What follows belongs to an exercise in optimizing a design on an open flow for small area, a short achievable clock period and few clock cycles per item; a production flow would make more cautious choices. At most, simulation tests tie the RTL to the original design; equivalence was not proved.

==> run G: inputs <==
==> flow/design.v (excerpt) <==
module des(ck,rst,keyin,k,datin,p,e,f,ev,rdy);
    input   ck, keyin, datin;
    input   f;
    input   [64:1]  p, k;
    output  [64:1]  e;
    input   rst;
    output  ev, rdy;
    assign rdy = 1'b1;
    wire [56:1] kp = {k[4],k[12],k[20],k[28],k[5],k[13],k[21],k[29],k[37],k[45],k[53],k[61],k[6],k[14],k[22],k[30],k[38],k[46],k[54],k[62],k[7],k[15],k[23],k[31],k[39],k[47],k[55],k[63],k[36],k[44],k[52],k[60],k[3],k[11],k[19],k[27],k[35],k[43],k[51],k[59],k[2],k[10],k[18],k[26],k[34],k[42],k[50],k[58],k[1],k[9],k[17],k[25],k[33],k[41],k[49],k[57]};
    reg [56:1] ne, nd;
    always @(posedge ck) begin
        if (keyin) begin
            ne <= ~(kp & {56{f}});
            nd <= ~(kp & {56{~f}});
        end
    end
    wire [48:1] ka1 = {ne[33], ne[30], ne[37], ne[51], ne[43], ne[47], ne[54], ne[35], ne[29], ne[40], ne[50], ne[45], ne[49], ne[34], ne[46], ne[52], ne[41], ne[31], ne[56], ne[48], ne[38], ne[32], ne[53], ne[42], ne[3], ne[14], ne[21], ne[28], ne[8], ne[17], ne[9], ne[27], ne[5], ne[13], ne[20], ne[24], ne[11], ne[22], ne[7], ne[16], ne[1], ne[4], ne[6], ne[2], ne[25], ne[12], ne[18], ne[15]};
    wire [48:1] kb1 = {nd[32], nd[29], nd[36], nd[50], nd[42], nd[46], nd[53], nd[34], nd[56], nd[39], nd[49], nd[44], nd[48], nd[33], nd[45], nd[51], nd[40], nd[30], nd[55], nd[47], nd[37], nd[31], nd[52], nd[41], nd[2], nd[13], nd[20], nd[27], nd[7], nd[16], nd[8], nd[26], nd[4], nd[12], nd[19], nd[23], nd[10], nd[21], nd[6], nd[15], nd[28], nd[3], nd[5], nd[1], nd[24], nd[11], nd[17], nd[14]};
  ...
export LEC_CHECK = 0
export ABC_AREA = 1
export CAP_MARGIN = 20
export CORE_MARGIN = 2
export CORE_UTILIZATION = 60
export SLEW_MARGIN = 20
export SYNTH_HIERARCHICAL = 1
create_clock -name core_clock -period 60.0 [get_ports {ck}]
standard.sh (not shown) runs the stock make flow with config.mk's settings and CLKGATE_MAP_FILE= SYNTH_SCRIPT=/design/flow/synth_recipe.tcl, a recipe that flattens the netlist after the stock synthesis.
==> flow/flow/run.sh <==
#!/bin/bash
# Own flow: the standard layout (standard.sh), with two changes:
#  - synthesis maps combinational logic for area with ABC "strash; dch; map -a"
#    (flow/abc_own.script) and skips half-adder extraction; registers come out of the
#    standard synthesis steps unchanged;
#  - extra ORFS make variables from flow/make_args.txt (one NAME=value per line), for
#    example the cell used to buffer the ports.
set -euo pipefail
W=$PWD
rm -rf "$W/scripts_own"
cp -r "$FLOW_HOME/scripts" "$W/scripts_own"
cp "$W/flow/abc_own.script" "$W/scripts_own/abc_area.script"
ARGS=()
if [[ -f "$W/flow/make_args.txt" ]]; then
  while IFS= read -r line; do
    [[ -z "$line" || "$line" == \#* ]] && continue
    ARGS+=("$line")
  done < "$W/flow/make_args.txt"
fi
bash standard.sh synth SCRIPTS_DIR="$W/scripts_own" ABC_AREA=1 ADDER_MAP_FILE= "${ARGS[@]}" > "$W/own_synth.log" 2>&1
bash standard.sh finish "${ARGS[@]}" > "$W/own_layout.log" 2>&1
==> flow/flow/abc_own.script <==
strash
dch
map -a
topo
==> flow/flow/make_args.txt <==
BUFFER_PORTS_ARGS=-buffer_cell sky130_fd_sc_hd__buf_2
SETUP_SLACK_MARGIN=47
==> run D (differences from run G) <==
==> flow/flow/run.sh (replaced) <==
#!/bin/bash
# Own flow: the standard layout, with synthesis mapping combinational logic for area
# (ABC "strash; dch; map -a") and without half-adder extraction. Registers come out of the
# standard synthesis steps unchanged.
set -euo pipefail
W=$PWD
rm -rf "$W/scripts_own"
cp -r "$FLOW_HOME/scripts" "$W/scripts_own"
cp "$W/flow/abc_own.script" "$W/scripts_own/abc_area.script"
bash standard.sh synth SCRIPTS_DIR="$W/scripts_own" ABC_AREA=1 ADDER_MAP_FILE= > "$W/own_synth.log" 2>&1
bash standard.sh > "$W/own_layout.log" 2>&1
Settings changed: CORE_UTILIZATION 60 to 40.
removed: flow/flow/make_args.txt
==> run X (differences from run G) <==
==> flow/flow/make_args.txt (replaced) <==
BUFFER_PORTS_ARGS=-buffer_cell sky130_fd_sc_hd__buf_2
Settings changed: CTS_CLUSTER_DIAMETER set to 100, CTS_CLUSTER_SIZE set to 24.
==> run Z (differences from run G) <==
--- a/flow/design.v
+++ b/flow/design.v
@@ -3,20 +3,23 @@
     input   f;
     input   [64:1]  p, k;
     output  [64:1]  e;
     input   rst;
     output  ev, rdy;
     assign rdy = 1'b1;
+    reg [56:1] cd;
+    reg fr;
     wire [56:1] kp = {k[4],k[12],k[20],k[28],k[5],k[13],k[21],k[29],k[37],k[45],k[53],k[61],k[6],k[14],k[22],k[30],k[38],k[46],k[54],k[62],k[7],k[15],k[23],k[31],k[39],k[47],k[55],k[63],k[36],k[44],k[52],k[60],k[3],k[11],k[19],k[27],k[35],k[43],k[51],k[59],k[2],k[10],k[18],k[26],k[34],k[42],k[50],k[58],k[1],k[9],k[17],k[25],k[33],k[41],k[49],k[57]};
-    reg [56:1] ne, nd;
     always @(posedge ck) begin
         if (keyin) begin
-            ne <= ~(kp & {56{f}});
-            nd <= ~(kp & {56{~f}});
+            cd <= kp;
+            fr <= f;
         end
     end
+    wire [56:1] ne = ~(cd & {56{fr}});
+    wire [56:1] nd = ~(cd & {56{~fr}});
     wire [48:1] ka1 = {ne[33], ne[30], ne[37], ne[51], ne[43], ne[47], ne[54], ne[35], ne[29], ne[40], ne[50], ne[45], ne[49], ne[34], ne[46], ne[52], ne[41], ne[31], ne[56], ne[48], ne[38], ne[32], ne[53], ne[42], ne[3], ne[14], ne[21], ne[28], ne[8], ne[17], ne[9], ne[27], ne[5], ne[13], ne[20], ne[24], ne[11], ne[22], ne[7], ne[16], ne[1], ne[4], ne[6], ne[2], ne[25], ne[12], ne[18], ne[15]};
     wire [48:1] kb1 = {nd[32], nd[29], nd[36], nd[50], nd[42], nd[46], nd[53], nd[34], nd[56], nd[39], nd[49], nd[44], nd[48], nd[33], nd[45], nd[51], nd[40], nd[30], nd[55], nd[47], nd[37], nd[31], nd[52], nd[41], nd[2], nd[13], nd[20], nd[27], nd[7], nd[16], nd[8], nd[26], nd[4], nd[12], nd[19], nd[23], nd[10], nd[21], nd[6], nd[15], nd[28], nd[3], nd[5], nd[1], nd[24], nd[11], nd[17], nd[14]};
     wire [48:1] ka2 = {ne[34], ne[31], ne[38], ne[52], ne[44], ne[48], ne[55], ne[36], ne[30], ne[41], ne[51], ne[46], ne[50], ne[35], ne[47], ne[53], ne[42], ne[32], ne[29], ne[49], ne[39], ne[33], ne[54], ne[43], ne[4], ne[15], ne[22], ne[1], ne[9], ne[18], ne[10], ne[28], ne[6], ne[14], ne[21], ne[25], ne[12], ne[23], ne[8], ne[17], ne[2], ne[5], ne[7], ne[3], ne[26], ne[13], ne[19], ne[16]};
     wire [48:1] kb2 = {nd[31], nd[56], nd[35], nd[49], nd[41], nd[45], nd[52], nd[33], nd[55], nd[38], nd[48], nd[43], nd[47], nd[32], nd[44], nd[50], nd[39], nd[29], nd[54], nd[46], nd[36], nd[30], nd[51], nd[40], nd[1], nd[12], nd[19], nd[26], nd[6], nd[15], nd[7], nd[25], nd[3], nd[11], nd[18], nd[22], nd[9], nd[20], nd[5], nd[14], nd[27], nd[2], nd[4], nd[28], nd[23], nd[10], nd[16], nd[13]};
     wire [48:1] ka3 = {ne[36], ne[33], ne[40], ne[54], ne[46], ne[50], ne[29], ne[38], ne[32], ne[43], ne[53], ne[48], ne[52], ne[37], ne[49], ne[55], ne[44], ne[34], ne[31], ne[51], ne[41], ne[35], ne[56], ne[45], ne[6], ne[17], ne[24], ne[3], ne[11], ne[20], ne[12], ne[2], ne[8], ne[16], ne[23], ne[27], ne[14], ne[25], ne[10], ne[19], ne[4], ne[7], ne[9], ne[5], ne[28], ne[15], ne[21], ne[18]};
     wire [48:1] kb3 = {nd[29], nd[54], nd[33], nd[47], nd[39], nd[43], nd[50], nd[31], nd[53], nd[36], nd[46], nd[41], nd[45], nd[30], nd[42], nd[48], nd[37], nd[55], nd[52], nd[44], nd[34], nd[56], nd[49], nd[38], nd[27], nd[10], nd[17], nd[24], nd[4], nd[13], nd[5], nd[23], nd[1], nd[9], nd[16], nd[20], nd[7], nd[18], nd[3], nd[12], nd[25], nd[28], nd[2], nd[26], nd[21], nd[8], nd[14], nd[11]};
==> flow/flow/run.sh (replaced) <==
#!/bin/bash
# Own flow: the standard layout, with synthesis mapping combinational logic for area
# (ABC "strash; dch; map -a") and without half-adder extraction. Registers come out of the
# standard synthesis steps unchanged.
set -euo pipefail
W=$PWD
rm -rf "$W/scripts_own"
cp -r "$FLOW_HOME/scripts" "$W/scripts_own"
cp "$W/flow/abc_own.script" "$W/scripts_own/abc_area.script"
bash standard.sh synth SCRIPTS_DIR="$W/scripts_own" ABC_AREA=1 ADDER_MAP_FILE= > "$W/own_synth.log" 2>&1
bash standard.sh > "$W/own_layout.log" 2>&1
Settings changed: CORE_UTILIZATION 60 to 40.
removed: flow/flow/make_args.txt
==> comparison <==
Of run Z and run G, run Z has the higher clock skew (gap 0.0015 ns).
Against run G, the cell count of run Z is higher by about 5%.
Critical path depth: run G is lower than run Z (44).
Die area is the same in run X and run G.
Testbench counts of run G, summed over its fixed seeds: cycles 4,256, items 4,096.
Testbench counts of run D, summed over its fixed seeds: cycles 4,256, items 4,096.
Testbench counts of run X, summed over its fixed seeds: cycles 4,256, items 4,096.
For run Z, only the layout was checked, not whether the RTL still works.


==> job 6946: inputs <==
des, a different RTL version from the one above (not shown whole).
==> flow/config.mk <==
export PLATFORM = sky130hd
export DESIGN_NAME = des
export DESIGN_NICKNAME = des
export VERILOG_FILES = /design/flow/design.v
export SDC_FILE = /design/flow/constraint.sdc
export NUM_CORES = 8
export LEC_CHECK = 0
export ABC_AREA = 1
export CAP_MARGIN = 20
export CORE_MARGIN = 2
export CORE_UTILIZATION = 60
export CTS_CLUSTER_DIAMETER = 100
export CTS_CLUSTER_SIZE = 24
export SLEW_MARGIN = 20
export SYNTH_HIERARCHICAL = 1
==> flow/constraint.sdc <==
create_clock -name core_clock -period 60.0 [get_ports {ck}]
set_input_delay 12.0000 -clock core_clock [delete_from_list [all_inputs] [get_ports {ck}]]
set_output_delay 12.0000 -clock core_clock [all_outputs]
set_load 0.01 [all_outputs]
==> flow/flow/run.sh <==
#!/bin/bash
# Own flow: the standard layout (standard.sh), with two changes:
#  - synthesis maps combinational logic for area with ABC "strash; dch; map -a"
#    (flow/abc_own.script) and skips half-adder extraction; registers come out of the
#    standard synthesis steps unchanged;
#  - extra ORFS make variables from flow/make_args.txt (one NAME=value per line), for
#    example the cell used to buffer the ports.
set -euo pipefail
W=$PWD
rm -rf "$W/scripts_own"
cp -r "$FLOW_HOME/scripts" "$W/scripts_own"
cp "$W/flow/abc_own.script" "$W/scripts_own/abc_area.script"
ARGS=()
if [[ -f "$W/flow/make_args.txt" ]]; then
  while IFS= read -r line; do
    [[ -z "$line" || "$line" == \#* ]] && continue
    ARGS+=("$line")
  done < "$W/flow/make_args.txt"
fi
bash standard.sh synth SCRIPTS_DIR="$W/scripts_own" ABC_AREA=1 ADDER_MAP_FILE= "${ARGS[@]}" > "$W/own_synth.log" 2>&1
bash standard.sh finish "${ARGS[@]}" > "$W/own_layout.log" 2>&1
==> flow/flow/make_args.txt <==
BUFFER_PORTS_ARGS=-buffer_cell sky130_fd_sc_hd__buf_2
SETUP_SLACK_MARGIN=48
SYNTH_ARGS=-noabc
Scripts as last shown in full above: flow/flow/abc_own.script
==> inputs of job 2351, as changes to job 6946 <==
==> flow/flow/make_args.txt (replaced) <==
BUFFER_PORTS_ARGS=-buffer_cell sky130_fd_sc_hd__buf_2
SETUP_SLACK_MARGIN=47
SYNTH_ARGS=-noabc
==> comparison table <==
| item | job 6946 | job 2351 |
|---|---|---|
| Status | no timing/DRC/antenna violations | no timing/DRC/antenna violations |
| Reg-to-reg critical path endpoint | x1[52] | x3[45] |
| Met2 GRT Util | 0.784 | 0.777 |
| Met1 track demand over resource in global routing | 0.613 | 0.604 |
| Area taken by flip-flops and latches | 9950 um^2 | 9900 um^2 |
| Max stage delay on crit path | 0.36 ns | 0.34 ns |
| Inverters, non-clock | 1036 | 1029 |
| Placed Instances | 11900 | 11900 |
| Post-CTS setup buffer count | 9 | 0 |
| Share of the clock period used by the worst path after layout | 0.219 | 0.219 |
| Worst-Margin Slew | 1.27 ns | 1.35 ns |
| Detail Route met2 WL | 119 mm | 114 mm |
| Count of cells along the worst register-to-register path | 53 | 56 |
| Total Routing Usage GR | 0.577 | 0.556 |
| Diode count | 21 | 19 |
| Cell area after placement | 64800 um^2 | 64200 um^2 |
| Routed wire length | 318 mm | 300 mm |
| Total Nets Final | 10800 | 10800 |
Testbench counts of job 6946, summed over its fixed seeds: cycles 4,256, items 4,096.
Testbench counts of job 2351, summed over its fixed seeds: cycles 4,256, items 4,096.

[afterwards: timing with drivers on the ports]
No port has a modelled driver above. Below, the same layouts with a new extraction and two added sets of constraints. Step 1 assumes that a clkbuf_16 drives the clock port and a buf_2 every other input. Step 2 times the ports against the registers' clock, not the clock port: input delays grow and output delays shrink by t, the midpoint of the rising clock arrivals with the driver on. Slacks: ideal / step 1 / step 2; pairs: ideal / step 1.
| run | t, ns | setup slack, ns | hold slack, ns | worst setup path at the end | worst data-port slew with drivers (ns) |
|---|---|---|---|---|---|
| run G | 0.808 | 46.819 / 46.734 / 46.365 | 0.407 / 0.407 / 0.407 | input to register | 0.05 |
| run D | 0.855 | 46.346 / 46.259 / 46.104 | 0.394 / 0.394 / 0.394 | input to register | 0.05 |
| run X | 0.781 | 46.661 / 46.661 / 46.186 | 0.399 / 0.399 / 0.399 | input to register | 0.05 |
| run Z | 0.821 | 44.582 / 44.582 / 44.582 | 0.399 / 0.399 / 0.399 | register to register | 0.05 |
| job 6946 | 0.764 | 46.841 / 46.760 / 46.918 | 0.417 / 0.417 / 0.417 | input to register | 0.31 |
| job 2351 | 0.773 | 46.851 / 46.766 / 46.476 | 0.406 / 0.406 / 0.406 | input to register | 0.04 |
After both steps every run listed still meets setup and hold. The setup slack of run X, which loses most, moves by 0.000 ns with the drivers and by -0.475 ns with both steps.
